This design comes from an exercise in tuning for small area, a short achievable clock period and few clock cycles on the open sky130 flow, not from production work.
At most, simulation tests tie the RTL to the original design; equivalence was not proved.

==> flow/design.v <==
module xoodoo_rc(
    round_i,
    rc
);
    input  [3:0] round_i;
    output reg [9:0] rc;
    always @(*) begin
        case (round_i)
            4'd0:  rc = 10'h058;
            4'd1:  rc = 10'h038;
            4'd2:  rc = 10'h3C0;
            4'd3:  rc = 10'h0D0;
            4'd4:  rc = 10'h120;
            4'd5:  rc = 10'h014;
            4'd6:  rc = 10'h060;
            4'd7:  rc = 10'h02C;
            4'd8:  rc = 10'h380;
            4'd9:  rc = 10'h0F0;
            4'd10: rc = 10'h1A0;
            4'd11: rc = 10'h012;
            default: rc = 10'h000;
        endcase
    end
endmodule
module xoodoo_xor2(a, b, y);
    input a, b;
    output y;
    assign y = a ^ b;
endmodule
module xoodoo_xnor2(a, b, y);
    input a, b;
    output y;
    assign y = ~(a ^ b);
endmodule
module xoodoo_ornb(a, b, y);
    input a, b;
    output y;
    assign y = a | ~b;
endmodule
module xoodoo_chi(b0, b1, b2, y);
    input b0, b1, b2;
    output y;
    wire n;
    xoodoo_ornb u_n(.a(b1), .b(b2), .y(n));
    xoodoo_xnor2 u_x(.a(b0), .b(n), .y(y));
endmodule
module xoodoo_round(
    state_in,
    rc,
    state_out
);
    parameter [9:0] RC_MASK = 10'h3FF;
    input  [383:0] state_in;
    input  [9:0]   rc;
    output [383:0] state_out;
    function integer rot;    
        input integer z;
        input integer n;
        begin
            rot = (z + 32 - n) % 32;
        end
    endfunction
    wire [31:0] a  [0:2][0:3];
    wire [31:0] p1 [0:3];
    wire [31:0] p  [0:3];
    wire [31:0] e  [0:3];
    wire [31:0] t  [0:2][0:3];
    wire [31:0] b  [0:2][0:3];
    wire [31:0] c  [0:2][0:3];
    genvar x, y, z;
    generate
        for (y = 0; y < 3; y = y + 1) begin : g_unpack
            for (x = 0; x < 4; x = x + 1) begin : g_x
                assign a[y][x] = state_in[128*y + 32*x +: 32];
            end
        end
        for (x = 0; x < 4; x = x + 1) begin : g_theta
            for (z = 0; z < 32; z = z + 1) begin : g_z
                xoodoo_xor2 u_p1(.a(a[0][x][z]), .b(a[1][x][z]), .y(p1[x][z]));
                xoodoo_xor2 u_p (.a(p1[x][z]),   .b(a[2][x][z]), .y(p[x][z]));
                xoodoo_xor2 u_e (.a(p[(x+3)%4][rot(z,5)]), .b(p[(x+3)%4][rot(z,14)]), .y(e[x][z]));
                xoodoo_xor2 u_t0(.a(a[0][x][z]), .b(e[x][z]), .y(t[0][x][z]));
                xoodoo_xor2 u_t1(.a(a[1][x][z]), .b(e[x][z]), .y(t[1][x][z]));
                xoodoo_xor2 u_t2(.a(a[2][x][z]), .b(e[x][z]), .y(t[2][x][z]));
            end
        end
        for (x = 0; x < 4; x = x + 1) begin : g_rhow
            for (z = 0; z < 32; z = z + 1) begin : g_z
                if (x == 0 && z < 10 && RC_MASK[z]) begin : g_iota
                    xoodoo_xor2 u_i(.a(t[0][0][z]), .b(rc[z]), .y(b[0][0][z]));
                end else begin : g_noiota
                    assign b[0][x][z] = t[0][x][z];
                end
                assign b[1][x][z] = t[1][(x+3)%4][z];
                assign b[2][x][z] = t[2][x][rot(z,11)];
            end
        end
        for (x = 0; x < 4; x = x + 1) begin : g_chi
            for (z = 0; z < 32; z = z + 1) begin : g_z
                xoodoo_chi u_c0(.b0(b[0][x][z]), .b1(b[1][x][z]), .b2(b[2][x][z]), .y(c[0][x][z]));
                xoodoo_chi u_c1(.b0(b[1][x][z]), .b1(b[2][x][z]), .b2(b[0][x][z]), .y(c[1][x][z]));
                xoodoo_chi u_c2(.b0(b[2][x][z]), .b1(b[0][x][z]), .b2(b[1][x][z]), .y(c[2][x][z]));
            end
        end
        for (x = 0; x < 4; x = x + 1) begin : g_rhoe
            for (z = 0; z < 32; z = z + 1) begin : g_z
                assign state_out[  0 + 32*x + z] = c[0][x][z];
                assign state_out[128 + 32*x + z] = c[1][x][rot(z,1)];
                assign state_out[256 + 32*x + z] = c[2][(x+2)%4][rot(z,8)];
            end
        end
    endgenerate
endmodule
module xoodoo_n_rounds(
    state_in,
    state_out,
    step_i
);
    parameter roundPerCycle = 1;
    input  [383:0] state_in;
    output [383:0] state_out;
    input  [3:0]   step_i;
    function [9:0] rc_mask;
        input integer slot;
        integer k;
        reg [9:0] m;
        begin
            m = 10'h0;
            for (k = slot; k < 12; k = k + roundPerCycle)
                case (k)
                    0: m = m | 10'h058;  1: m = m | 10'h038;  2: m = m | 10'h3C0;
                    3: m = m | 10'h0D0;  4: m = m | 10'h120;  5: m = m | 10'h014;
                    6: m = m | 10'h060;  7: m = m | 10'h02C;  8: m = m | 10'h380;
                    9: m = m | 10'h0F0; 10: m = m | 10'h1A0; 11: m = m | 10'h012;
                    default: m = m;
                endcase
            rc_mask = m;
        end
    endfunction
    wire [383:0] st [0:roundPerCycle];
    assign st[0] = state_in;
    genvar r;
    generate
        for (r = 0; r < roundPerCycle; r = r + 1) begin : gen_rounds
            wire [9:0] rc;
            wire [3:0] idx = step_i * roundPerCycle + r;
            xoodoo_rc rc_inst(
                .round_i(idx),
                .rc(rc)
            );
            xoodoo_round #(.RC_MASK(rc_mask(r))) round_inst(
                .state_in(st[r]),
                .rc(rc),
                .state_out(st[r+1])
            );
        end
    endgenerate
    assign state_out = st[roundPerCycle];
endmodule
module xoodoo_aoi222(a1, a2, b1, b2, c1, c2, y);
    input a1, a2, b1, b2, c1, c2;
    output y;
    assign y = ~((a1 & a2) | (b1 & b2) | (c1 & c2));
endmodule
module xoodoo_nand4(a, b, c, d, y);
    input a, b, c, d;
    output y;
    assign y = ~(a & b & c & d);
endmodule
module xoodoo_rd(sel, v, y);
    input [11:0] sel;
    input [11:0] v;
    output y;
    wire [3:0] g;
    genvar j;
    generate
        for (j = 0; j < 4; j = j + 1) begin : g_g
            xoodoo_aoi222 u_g(.a1(sel[3*j]),   .a2(v[3*j]),
                              .b1(sel[3*j+1]), .b2(v[3*j+1]),
                              .c1(sel[3*j+2]), .c2(v[3*j+2]), .y(g[j]));
        end
    endgenerate
    xoodoo_nand4 u_o(.a(g[0]), .b(g[1]), .c(g[2]), .d(g[3]), .y(y));
endmodule
module xoodoo(
    clk_i,
    rst_i,
    start_i,
    state_valid_o,
    init_reg,
    word_in,
    word_index_in,
    word_enable_in,
    domain_i,
    domain_enable_i,
    word_out
);
    input               clk_i;
    input               rst_i;
    input               start_i;
    output              state_valid_o;
    input               init_reg;
    input      [31:0]   word_in;
    input      [3:0]    word_index_in;   
    input               word_enable_in;
    input      [31:0]   domain_i;
    input               domain_enable_i;
    output     [31:0]   word_out;
    parameter roundPerCycle = 1;
    localparam STEPS = 12 / roundPerCycle;
    reg  [383:0] state_n;        
    wire [383:0] state = ~state_n;
    wire [383:0] round_out_state;
    reg  [3:0]  step;
    reg         running;
    reg         done;
    wire        perm = running | start_i;
    wire        clr  = rst_i | init_reg;
    xoodoo_n_rounds #(.roundPerCycle(roundPerCycle)) rounds_inst(
        .state_in(state),
        .state_out(round_out_state),
        .step_i(running ? step : 4'd0)
    );
    wire [11:0] sel;
    wire [11:0] ps, pn;
    wire        pr = perm & ~clr;
    genvar i, k;
    generate
        for (i = 0; i < 12; i = i + 1) begin : g_sel
            assign sel[i] = (word_index_in == i);
            assign pn[i]  = ~perm & ~clr & word_enable_in & sel[i];
            assign ps[i]  = ~perm & ~clr & ~(word_enable_in & sel[i]);
        end
    endgenerate
    wire [31:0] new_word = word_out ^ word_in;
    wire [31:0] dom = domain_enable_i ? domain_i : 32'h0;
    generate
        for (k = 0; k < 32; k = k + 1) begin : g_rd
            wire [11:0] v;
            for (i = 0; i < 12; i = i + 1) begin : g_v
                assign v[i] = state[32*i + k];
            end
            xoodoo_rd u_rd(.sel(sel), .v(v), .y(word_out[k]));
        end
    endgenerate
    wire [383:0] d;
    generate
        for (i = 0; i < 12; i = i + 1) begin : g_w
            for (k = 0; k < 32; k = k + 1) begin : g_b
                wire nv, hv;
                if (i == 11) begin : g_dom
                    assign nv = new_word[k];
                    assign hv = state[32*i + k] ^ dom[k];
                end else begin : g_plain
                    assign nv = new_word[k];
                    assign hv = state[32*i + k];
                end
                xoodoo_aoi222 u_upd(.a1(pr), .a2(round_out_state[32*i + k]),
                                    .b1(pn[i]), .b2(nv), .c1(ps[i]), .c2(hv),
                                    .y(d[32*i + k]));
            end
        end
    endgenerate
    always @(posedge clk_i)
        state_n <= d;
    wire last = running ? (step == STEPS - 1) : (STEPS == 1);
    always @(posedge clk_i) begin
        if (rst_i) begin
            done    <= 1'b0;
            running <= 1'b0;
            step    <= 4'd0;
        end else if (perm) begin
            if (last) begin
                done    <= 1'b1;
                running <= 1'b0;
                step    <= 4'd0;
            end else begin
                done    <= 1'b0;
                running <= 1'b1;
                step    <= (running ? step : 4'd0) + 4'd1;
            end
        end
    end
    assign state_valid_o = done;
endmodule
==> flow/config.mk <==
export PLATFORM = sky130hd
export DESIGN_NAME = xoodoo
export DESIGN_NICKNAME = xoodoo
export VERILOG_FILES = /design/flow/design.v
export SDC_FILE = /design/flow/constraint.sdc
export NUM_CORES = 4
export LEC_CHECK = 0
export CAP_MARGIN = 20
export CORE_MARGIN = 2
export CORE_UTILIZATION = 35
export CTS_BUF_LIST = sky130_fd_sc_hd__clkbuf_4 sky130_fd_sc_hd__clkbuf_8
export SETUP_SLACK_MARGIN = 2.5
export SLEW_MARGIN = 20
export SYNTH_HIERARCHICAL = 1
==> flow/constraint.sdc <==
create_clock -name core_clock -period 6.5 [get_ports {clk_i}]
set_input_delay 1.3000 -clock core_clock [delete_from_list [all_inputs] [get_ports {clk_i}]]
set_output_delay 1.3000 -clock core_clock [all_outputs]
set_load 0.01 [all_outputs]
standard.sh (not shown) runs the stock make flow with config.mk's settings and CLKGATE_MAP_FILE= SYNTH_SCRIPT=/design/flow/synth_recipe.tcl, a recipe that flattens the netlist after the stock synthesis.
==> flow/flow/run.sh <==
#!/bin/bash
# Standard ORFS layout (the standard.sh) with plain buffers on the ports
# instead of the delay cells buffer_ports picks by default.
set -euo pipefail
export BUFFER_PORTS_ARGS="-buffer_cell sky130_fd_sc_hd__buf_1"
bash standard.sh > orfs_flow.log 2>&1
Then changed:
--- a/flow/design.v
+++ b/flow/design.v
@@ -160,29 +160,34 @@
 module xoodoo_aoi222(a1, a2, b1, b2, c1, c2, y);
     input a1, a2, b1, b2, c1, c2;
     output y;
     assign y = ~((a1 & a2) | (b1 & b2) | (c1 & c2));
 endmodule
-module xoodoo_nand4(a, b, c, d, y);
-    input a, b, c, d;
-    output y;
-    assign y = ~(a & b & c & d);
-endmodule
-module xoodoo_rd(sel, v, y);
-    input [11:0] sel;
+module xoodoo_mux4(s, d, y);
+    input [1:0] s;
+    input [3:0] d;
+    output y;
+    assign y = d[s];
+endmodule
+module xoodoo_sel3(s, a, b, c, y);
+    input [1:0] s;
+    input a, b, c;
+    output y;
+    assign y = s[1] ? (~s[0] & c) : (s[0] ? b : a);
+endmodule
+module xoodoo_rd(idx, v, y);
+    input [3:0] idx;
     input [11:0] v;
     output y;
-    wire [3:0] g;
+    wire [2:0] m;
     genvar j;
     generate
-        for (j = 0; j < 4; j = j + 1) begin : g_g
-            xoodoo_aoi222 u_g(.a1(sel[3*j]),   .a2(v[3*j]),
-                              .b1(sel[3*j+1]), .b2(v[3*j+1]),
-                              .c1(sel[3*j+2]), .c2(v[3*j+2]), .y(g[j]));
-        end
-    endgenerate
-    xoodoo_nand4 u_o(.a(g[0]), .b(g[1]), .c(g[2]), .d(g[3]), .y(y));
+        for (j = 0; j < 3; j = j + 1) begin : g_m
+            xoodoo_mux4 u_m(.s(idx[1:0]), .d(v[4*j +: 4]), .y(m[j]));
+        end
+    endgenerate
+    xoodoo_sel3 u_o(.s(idx[3:2]), .a(m[0]), .b(m[1]), .c(m[2]), .y(y));
 endmodule
 module xoodoo(
     clk_i,
     rst_i,
     start_i,
@@ -238,11 +243,11 @@
         for (k = 0; k < 32; k = k + 1) begin : g_rd
             wire [11:0] v;
             for (i = 0; i < 12; i = i + 1) begin : g_v
                 assign v[i] = state[32*i + k];
             end
-            xoodoo_rd u_rd(.sel(sel), .v(v), .y(word_out[k]));
+            xoodoo_rd u_rd(.idx(word_index_in), .v(v), .y(word_out[k]));
         end
     endgenerate
     wire [383:0] d;
     generate
         for (i = 0; i < 12; i = i + 1) begin : g_w
The new run completed without violations; worst setup slack improves by 200 ps; die area climbs by about 4.4%; synthesized cell count rose by 0.49%; clock-buffer cell count increases by 10; worst hold slack is about the same; final area came out higher by 1.8%; routed wire length went down by about 5%; clock skew shrinks by 20 ps; register-to-register slack is better by 410 ps.
Testbench counts after the change, summed over its fixed seeds: cycles 22,310.
Only the layout flow was run in the first run of this note; the RTL was not checked for function there.

Another version of the RTL of xoodoo (not shown whole).
Size: about 3,600 cells after synthesis, roughly 30,000 um^2 of cells after synthesis.
==> module xoodoo_rd4, before the edit <==
module xoodoo_rd4(idx, v, y);
    input  [3:0]  idx;
    input  [47:0] v;      
    output [3:0]  y;
    wire [3:0] lo;
    wire [2:0] hi;
    genvar i, b;
    generate
        for (i = 0; i < 4; i = i + 1) begin : g_lo
            assign lo[i] = (idx[1:0] == i);
        end
        for (i = 0; i < 3; i = i + 1) begin : g_hi
            assign hi[i] = (idx[3:2] == i);
        end
        for (b = 0; b < 4; b = b + 1) begin : g_b
            xoodoo_rd u_rd(.lo(lo), .hi(hi), .v(v[12*b +: 12]), .y(y[b]));
        end
    endgenerate
endmodule
==> module xoodoo, before the edit <==
module xoodoo(
    clk_i,
    rst_i,
    start_i,
    state_valid_o,
    init_reg,
    word_in,
    word_index_in,
    word_enable_in,
    domain_i,
    domain_enable_i,
    word_out
);
    input               clk_i;
    input               rst_i;
    input               start_i;
    output              state_valid_o;
    input               init_reg;
    input      [31:0]   word_in;
    input      [3:0]    word_index_in;   
    input               word_enable_in;
    input      [31:0]   domain_i;
    input               domain_enable_i;
    output     [31:0]   word_out;
    parameter roundPerCycle = 1;
    localparam STEPS = 12 / roundPerCycle;
    reg  [383:0] state_n;        
    wire [383:0] state = ~state_n;
    wire [383:0] round_out_state;
    reg  [3:0]  step;
    reg         running;
    reg         done;
    wire        perm = running | start_i;
    wire        clr  = rst_i | init_reg;
    xoodoo_n_rounds #(.roundPerCycle(roundPerCycle)) rounds_inst(
        .state_n_in(state_n),
        .state_out(round_out_state),
        .step_i(running ? step : 4'd0)
    );
    wire [3:0]  lo;
    wire [2:0]  hi;
    wire [11:0] sel;
    wire [11:0] ps, pn;
    wire        pr = perm & ~clr;
    genvar i, k;
    generate
        for (i = 0; i < 4; i = i + 1) begin : g_lo
            assign lo[i] = (word_index_in[1:0] == i);
        end
        for (i = 0; i < 3; i = i + 1) begin : g_hi
            assign hi[i] = (word_index_in[3:2] == i);
        end
        for (i = 0; i < 12; i = i + 1) begin : g_sel
            assign sel[i] = hi[i/4] & lo[i%4];
            assign pn[i]  = ~perm & ~clr & word_enable_in & sel[i];
            assign ps[i]  = ~perm & ~clr & ~(word_enable_in & sel[i]);
        end
    endgenerate
    wire [31:0] new_word = word_out ^ word_in;
    wire [31:0] dom = domain_enable_i ? domain_i : 32'h0;
    generate
        for (k = 0; k < 8; k = k + 1) begin : g_rd
            wire [47:0] v;
            genvar b;
            for (b = 0; b < 4; b = b + 1) begin : g_v
                for (i = 0; i < 12; i = i + 1) begin : g_w
                    assign v[12*b + i] = state[32*i + 4*k + b];
                end
            end
            xoodoo_rd4 u_rd4(.idx(word_index_in), .v(v), .y(word_out[4*k +: 4]));
        end
    endgenerate
    wire [383:0] d;
    generate
        for (i = 0; i < 12; i = i + 1) begin : g_w
            for (k = 0; k < 32; k = k + 1) begin : g_b
                wire nv, hv;
                if (i == 11) begin : g_dom
                    assign nv = new_word[k];
                    assign hv = state[32*i + k] ^ dom[k];
                end else begin : g_plain
                    assign nv = new_word[k];
                    assign hv = state[32*i + k];
                end
                xoodoo_aoi222 u_upd(.a1(pr), .a2(round_out_state[32*i + k]),
                                    .b1(pn[i]), .b2(nv), .c1(ps[i]), .c2(hv),
                                    .y(d[32*i + k]));
            end
        end
    endgenerate
    always @(posedge clk_i)
        state_n <= d;
    wire last = running ? (step == STEPS - 1) : (STEPS == 1);
    always @(posedge clk_i) begin
        if (rst_i) begin
            done    <= 1'b0;
            running <= 1'b0;
            step    <= 4'd0;
        end else if (perm) begin
            if (last) begin
                done    <= 1'b1;
                running <= 1'b0;
                step    <= 4'd0;
            end else begin
                done    <= 1'b0;
                running <= 1'b1;
                step    <= (running ? step : 4'd0) + 4'd1;
            end
        end
    end
    assign state_valid_o = done;
endmodule
==> flow/config.mk <==
export PLATFORM = sky130hd
export DESIGN_NAME = xoodoo
export DESIGN_NICKNAME = xoodoo
export VERILOG_FILES = /design/flow/design.v
export SDC_FILE = /design/flow/constraint.sdc
export NUM_CORES = 4
export LEC_CHECK = 0
export CAP_MARGIN = 5
export CORE_MARGIN = 2
export CORE_UTILIZATION = 35
export SETUP_SLACK_MARGIN = 2.5
export SLEW_MARGIN = 5
export SYNTH_HIERARCHICAL = 1
==> flow/constraint.sdc <==
create_clock -name core_clock -period 6.5 [get_ports {clk_i}]
set_input_delay 1.3000 -clock core_clock [delete_from_list [all_inputs] [get_ports {clk_i}]]
set_output_delay 1.3000 -clock core_clock [all_outputs]
set_load 0.01 [all_outputs]
==> flow/flow/run.sh <==
#!/bin/bash
# Standard ORFS layout (the standard.sh) with two changes:
# - plain buffers on the ports instead of the delay cells buffer_ports
#   picks by default;
# - clock tree: larger sink clusters and no dummy load cells.
set -euo pipefail
export BUFFER_PORTS_ARGS="-buffer_cell sky130_fd_sc_hd__buf_1"
export CTS_ARGS="-sink_clustering_enable -repair_clock_nets -dont_use_dummy_load -sink_clustering_size 24 -sink_clustering_max_diameter 80 -buf_list {sky130_fd_sc_hd__clkbuf_8 sky130_fd_sc_hd__clkbuf_16}"
bash standard.sh > orfs_flow.log 2>&1
Testbench counts at the start, summed over its fixed seeds: cycles 22,310.
Then changed:
--- a/flow/design.v
+++ b/flow/design.v
@@ -202,8 +202,8 @@
     xoodoo_nand3 u_o(.a(z[0]), .b(z[1]), .c(z[2]), .y(y));
 endmodule
-module xoodoo_rd4(idx, v, y);
+module xoodoo_rd8(idx, v, y);
     input  [3:0]  idx;
-    input  [47:0] v;      
-    output [3:0]  y;
+    input  [95:0] v;      
+    output [7:0]  y;
     wire [3:0] lo;
     wire [2:0] hi;
@@ -216,5 +216,5 @@
             assign hi[i] = (idx[3:2] == i);
         end
-        for (b = 0; b < 4; b = b + 1) begin : g_b
+        for (b = 0; b < 8; b = b + 1) begin : g_b
             xoodoo_rd u_rd(.lo(lo), .hi(hi), .v(v[12*b +: 12]), .y(y[b]));
         end
@@ -282,13 +282,13 @@
     wire [31:0] dom = domain_enable_i ? domain_i : 32'h0;
     generate
-        for (k = 0; k < 8; k = k + 1) begin : g_rd
-            wire [47:0] v;
+        for (k = 0; k < 4; k = k + 1) begin : g_rd
+            wire [95:0] v;
             genvar b;
-            for (b = 0; b < 4; b = b + 1) begin : g_v
+            for (b = 0; b < 8; b = b + 1) begin : g_v
                 for (i = 0; i < 12; i = i + 1) begin : g_w
-                    assign v[12*b + i] = state[32*i + 4*k + b];
+                    assign v[12*b + i] = state[32*i + 8*k + b];
                 end
             end
-            xoodoo_rd4 u_rd4(.idx(word_index_in), .v(v), .y(word_out[4*k +: 4]));
+            xoodoo_rd8 u_rd8(.idx(word_index_in), .v(v), .y(word_out[8*k +: 8]));
         end
     endgenerate
Outcome:
- sequential share of layout area decreases by 0.31 points
- non-clock buffer count increases by 42
- die area decreases by 0.56%
- wire length increases by 6.9%
- final area increases by 1.4%
- fmax decreases by 1.2%
- setup slack gets worse by 48 ps
- critical path depth increases by 2
- clock-buffer cell count decreases by 3
Only the layout flow was run in the second run of this note; the RTL was not checked for function there.

-- re-timing with driven ports --
The results above use ideal ports. As a check the final layouts listed here were re-extracted and re-timed, cells and wires unchanged. Step 1: set_driving_cell puts a clkbuf_16 on clk_i and a buf_2 on each other input, an assumption about the parent block. Step 2 also shifts input and output timing later by t, the mid clock arrival at the registers, as if the neighbouring blocks saw the same clock. Three values: no drivers, after step 1, after step 2; two values: the first two.
run	t, ns	setup slack, ns	hold slack, ns	worst setup path after step 2	cell pins on the clock port's net
the first run of note 1	0.772	2.257 / 2.192 / 1.706	0.462 / 0.462 / 0.462	input to register	1
the second run of note 1	0.752	2.461 / 2.111 / 1.854	0.462 / 0.462 / 0.462	input to register	1
the first run of note 2	0.643	2.482 / 2.305 / 1.924	0.465 / 0.465 / 0.465	input to register	1
the second run of note 2	0.699	2.434 / 2.399 / 1.959	0.469 / 0.469 / 0.469	input to register	1
After both steps every run listed still meets setup and hold. For the second run of note 1, which loses most, drivers alone change the setup slack by -0.350 ns; drivers and shift together by -0.607 ns.
